Background: an optimization exercise with open tools, aiming at small area, a short achievable clock period and few clock cycles per item. Do not read the settings as production practice.
Function was checked by simulation only, so behaviour that the tests miss may differ from the original.

==> flow/design.v <==
module rom (
	input  [2:0]  addr,
	output [15:0] q
);
	assign q = (addr == 3'd0) ? 16'ha062 : (addr == 3'd1) ? 16'h04ea :
	           (addr == 3'd2) ? 16'hdbba : (addr == 3'd3) ? 16'h4042 :
	           (addr == 3'd4) ? 16'hbfbe : (addr == 3'd5) ? 16'h2446 :
	           (addr == 3'd6) ? 16'hfb16 : 16'h5f9e;
endmodule
module cordic_core (
	input             clk, rst, en,
	input      [15:0] z,
	input      [15:0] q,
	output     [2:0]  addr,
	output reg        done,
	output     [15:0] x, y
);
	reg               busy;
	reg        [3:0]  m;       
	reg signed [15:0] xr, yr, zr;
	reg               inr;     
	reg               dn;      
	reg        [2:0]  kd;      
	reg        [3:0]  zs;      
	wire accept = en & ~busy;
	wire inr_v  = (zr[15:10] == 6'b000000) | (zr[15:10] == 6'b111111);
	function lt;
		input [15:0] a, c;
		integer i;
		begin
			lt = 1'b0;
			for (i = 0; i < 16; i = i + 1)
				if (c[i] ^ (i == 15))
					lt = ~(a[i] ^ (i == 15)) | lt;
				else
					lt = ~(a[i] ^ (i == 15)) & lt;
		end
	endfunction
	wire d0 = z[15];
	wire d1 = d0 ? lt(z, -16'sd12868) : lt(z, 16'sd12868);
	wire d2 = d0 ? (d1 ? lt(z, -16'sd20464) : lt(z, -16'sd5272))
	             : (d1 ? lt(z,  16'sd5272)  : lt(z,  16'sd20464));
	wire [15:0] x2 = (d1 == d0) ? (d0 ? 16'h136e : 16'h136f) : (d0 ? 16'h3a4c : 16'h3a4b);
	wire [15:0] y2 = d1 ? (d0 ? 16'hc5b5 : 16'h136f) : (d0 ? 16'hec91 : 16'h3a4b);
	wire signed [15:0] yc = yr ^ {16{~dn}};
	wire signed [15:0] xc = xr ^ {16{dn}};
	wire signed [15:0] yc2 = yc >>> 2;
	wire signed [15:0] xc2 = xc >>> 2;
	wire        [15:0] oy = yc2 >>> m;
	wire        [15:0] ox = xc2 >>> m;
	wire        [15:0] qa = ({16{zs[1]}} & 16'h07f5) | ({16{zs[2]}} & 16'h03ff);
	wire        [15:0] oz = zs[0] ? q : (qa ^ {16{~dn}});
	wire               cz = ~zs[0] & ~dn;
	wire        [16:0] sx = {xr, 1'b1} + {oy, ~dn};
	wire        [16:0] sy = {yr, 1'b1} + {ox, dn};
	wire        [16:0] sz = {zr, 1'b1} + {oz, cz};
	always @(posedge clk) begin
		if (accept) begin
			xr <= x2;
			yr <= y2;
			zr <= z;
			dn <= d2;
			m  <= 4'd0;
			zs <= 4'b0001;
		end else begin
			xr <= sx[16:1];
			yr <= sy[16:1];
			zr <= (|zs[2:0]) ? sz[16:1] : {zr[15], zr[13:0], 1'b0};
			m  <= m + 4'd1;
			zs <= {zs[2:0], 1'b0};
			if (|zs[2:0])
				dn <= sz[16];
			else if (zs[3] ? inr_v : inr)
				dn <= ~zr[9];
			else
				dn <= zr[15];
		end
		if (zs[3])
			inr <= inr_v;
		kd <= {d2, d1, d0};    
	end
	always @(posedge clk, posedge rst) begin
		if (rst) begin
			busy <= 1'b0;
			done <= 1'b0;
		end else begin
			busy <= accept | (busy & (m != 4'd12));
			done <= busy & (m == 4'd12);
		end
	end
	assign addr = kd;
	assign x = xr;
	assign y = yr;
endmodule
module cordic (
	input                clk, rst, en,
	output               done,
	input  signed [15:0] z,
	output signed [15:0] x, y
);
	wire [2:0]  rom_addr;
	wire [15:0] rom_data;
	cordic_core u_cordic_core (
		.clk(clk), .rst(rst), .en(en), .z(z),
		.addr(rom_addr), .q(rom_data),
		.done(done), .x(x), .y(y)
	);
	rom u_rom (.addr(rom_addr), .q(rom_data));
endmodule
==> flow/config.mk <==
export PLATFORM = sky130hd
export DESIGN_NAME = cordic
export DESIGN_NICKNAME = cordic
export VERILOG_FILES = /design/flow/design.v
export SDC_FILE = /design/flow/constraint.sdc
export NUM_CORES = 4
export LEC_CHECK = 0
export ABC_AREA = 1
export CAP_MARGIN = 20
export CORE_MARGIN = 2
export CORE_UTILIZATION = 60
export GPL_TIMING_DRIVEN = 1
export SETUP_SLACK_MARGIN = 2.8
export SLEW_MARGIN = 20
==> flow/constraint.sdc <==
create_clock -name core_clock -period 6.0 [get_ports {clk}]
set_input_delay 1.2000 -clock core_clock [delete_from_list [all_inputs] [get_ports {clk}]]
set_output_delay 1.2000 -clock core_clock [all_outputs]
set_load 0.01 [all_outputs]
standard.sh (not shown) runs the stock make flow with config.mk's settings and CLKGATE_MAP_FILE= SYNTH_SCRIPT=/design/flow/synth_recipe.tcl, a recipe that flattens the netlist after the stock synthesis.
==> flow/flow/run.sh <==
#!/bin/bash
# The standard layout (the standard.sh, standard synthesis unchanged),
# with two changes to how the layout is made:
# - the port buffers that global placement inserts are the smallest buffer
#   cell instead of the resizer's default pick (every input and output port
#   still gets its own buffer);
# - clock tree synthesis clusters the clock sinks into larger groups, so the
#   small register count is reached through fewer clock buffers.
set -e
cp standard.sh standard.sh.log
export BUFFER_PORTS_ARGS="-buffer_cell sky130_fd_sc_hd__buf_1"
export CTS_ARGS="-sink_clustering_enable -repair_clock_nets -sink_clustering_size 64 -sink_clustering_max_diameter 500 -sink_clustering_levels 1 -buf_list sky130_fd_sc_hd__clkbuf_8"
bash standard.sh > standard.log 2>&1
Testbench counts at the start, summed over its fixed seeds: cycles 33,600, items 2,400.
Next try:
==> flow/run.sh (new file) <==
#!/bin/bash
# synth_recipe.tcl (not shown) runs the flow's synth.tcl, then flattens the netlist and writes it again
# the make line also repeats each setting of config.mk as NAME=value (left out here)
make -C /OpenROAD-flow-scripts/flow DESIGN_CONFIG=/design/flow/config.mk WORK_HOME=/design/flow/orfs CLKGATE_MAP_FILE= SYNTH_SCRIPT=/design/flow/synth_recipe.tcl finish
Settings changed: CAP_MARGIN 20 to 0, SLEW_MARGIN 20 to 0.
removed: flow/flow/run.sh
removed: flow/standard.sh
=> Die area is unchanged; wire length goes up by about 1.6%; hold slack hardly moves; cell area goes up by 3.8%; global-route usage goes up by 1.0 points.
Next try:
==> flow/flow/run.sh (new file) <==
#!/bin/bash
# The standard layout (the standard.sh, standard synthesis unchanged),
# with the port buffers that global placement inserts made of the smallest
# buffer cell instead of the resizer's default pick. Every input and output
# port still gets its own buffer.
set -e
cp standard.sh standard.sh.log
export BUFFER_PORTS_ARGS="-buffer_cell sky130_fd_sc_hd__buf_1"
bash standard.sh > standard.log 2>&1
==> flow/standard.sh (new file) <==
#!/bin/bash
# synth_recipe.tcl (not shown) runs the flow's synth.tcl, then flattens the netlist and writes it again
# the make line also repeats each setting of config.mk as NAME=value (left out here)
make -C /OpenROAD-flow-scripts/flow DESIGN_CONFIG=/design/flow/config.mk WORK_HOME=/design/flow/orfs CLKGATE_MAP_FILE= SYNTH_SCRIPT=/design/flow/synth_recipe.tcl "${@:-finish}"
Settings changed: CAP_MARGIN 0 to 20, SLEW_MARGIN 0 to 20.
removed: flow/run.sh
What happened: Final cell count stays flat; design area shrinks by a few percent; non-clock buffer count grows by 4; wire length shrinks slightly; utilization shrinks by 2.7 points; sequential share of layout area grows by 0.72 points; clock-buffer cell count shrinks by 2.
Next try:
==> flow/run.sh (new file) <==
#!/bin/bash
# synth_recipe.tcl (not shown) runs the flow's synth.tcl, then flattens the netlist and writes it again
# the make line also repeats each setting of config.mk as NAME=value (left out here)
make -C /OpenROAD-flow-scripts/flow DESIGN_CONFIG=/design/flow/config.mk WORK_HOME=/design/flow/orfs CLKGATE_MAP_FILE= SYNTH_SCRIPT=/design/flow/synth_recipe.tcl finish
Settings changed: SETUP_SLACK_MARGIN 2.8 to 3.0.
removed: flow/flow/run.sh
removed: flow/standard.sh
- The new run went through all stages and came out clean
- worst setup slack got worse by 76 ps
- synthesized area stays the same
- die area stays the same
Next try:
==> flow/flow/run.sh (new file) <==
#!/bin/bash
# The standard layout (the standard.sh, standard synthesis unchanged),
# with the port buffers that global placement inserts made of the smallest
# buffer cell instead of the resizer's default pick. Every input and output
# port still gets its own buffer.
set -e
cp standard.sh standard.sh.log
export BUFFER_PORTS_ARGS="-buffer_cell sky130_fd_sc_hd__buf_1"
bash standard.sh > standard.log 2>&1
==> flow/standard.sh (new file) <==
#!/bin/bash
# synth_recipe.tcl (not shown) runs the flow's synth.tcl, then flattens the netlist and writes it again
# the make line also repeats each setting of config.mk as NAME=value (left out here)
make -C /OpenROAD-flow-scripts/flow DESIGN_CONFIG=/design/flow/config.mk WORK_HOME=/design/flow/orfs CLKGATE_MAP_FILE= SYNTH_SCRIPT=/design/flow/synth_recipe.tcl "${@:-finish}"
Settings changed: PLACE_DENSITY set to 0.85, SETUP_SLACK_MARGIN 3.0 to 2.7.
removed: flow/run.sh
=>
- worst setup slack improved by 6.0 ps
- wire length decreases by 14%
- flip-flop and latch count stays the same
- synthesized cell count does not change
- maximum frequency barely changes
- utilization goes down by 9.2 points
- area after synthesis is unchanged
- via count falls by 4.4%
- non-clock buffer count goes down by 21
Next try:
==> flow/run.sh (new file) <==
#!/bin/bash
# synth_recipe.tcl (not shown) runs the flow's synth.tcl, then flattens the netlist and writes it again
# the make line also repeats each setting of config.mk as NAME=value (left out here)
make -C /OpenROAD-flow-scripts/flow DESIGN_CONFIG=/design/flow/config.mk WORK_HOME=/design/flow/orfs CLKGATE_MAP_FILE= SYNTH_SCRIPT=/design/flow/synth_recipe.tcl finish
Settings changed: CORE_UTILIZATION 60 to 65, PLACE_DENSITY 0.85 to not set, SETUP_SLACK_MARGIN 2.7 to 2.8.
removed: flow/flow/run.sh
removed: flow/standard.sh
After rerunning: The new run went through all stages and came out clean; synthesized area is unchanged; first-iteration DRC count went up by 42%; critical path depth went up by 2.

==> port drivers added, routing unchanged <==
No port has a modelled driver above. Below, the same layouts with a new extraction and two added sets of constraints.
Step 1 sets driving cells, clkbuf_16 on the clock port and buf_2 on the other inputs (assumed; they add their load-dependent delay and slew).
Step 2 moves the port delays by t, midway between the first and last clock arrival at a register: inputs arrive t later, outputs are due t later. That takes back most of the time a late clock gives input paths.
a / b / c = ideal / step 1 / step 2; a / b = the first two.
run | t, ns | setup slack, ns | worst hold slack (ns) | worst setup path at the end | cell pins on the clock port's net
the first run | 0.397 | 2.937 / 2.937 / 2.632 | 0.466 / 0.466 / 0.466 | input to register | 1
the second run | 0.401 | 2.932 / 2.932 / 2.601 | 0.467 / 0.467 / 0.467 | input to register | 1
the third run | 0.397 | 2.937 / 2.937 / 2.632 | 0.466 / 0.466 / 0.466 | input to register | 1
the fourth run | 0.403 | 2.861 / 2.861 / 2.740 | 0.466 / 0.466 / 0.466 | input to register | 1
the fifth run | 0.392 | 2.867 / 2.867 / 2.867 | 0.462 / 0.462 / 0.462 | register to register | 1
the sixth run | 0.392 | 2.710 / 2.710 / 2.620 | 0.473 / 0.473 / 0.473 | input to register | 1
After both steps setup and hold are still met in every run listed. For the second run, which loses most, drivers alone change the setup slack by 0.000 ns; drivers and shift together by -0.331 ns.
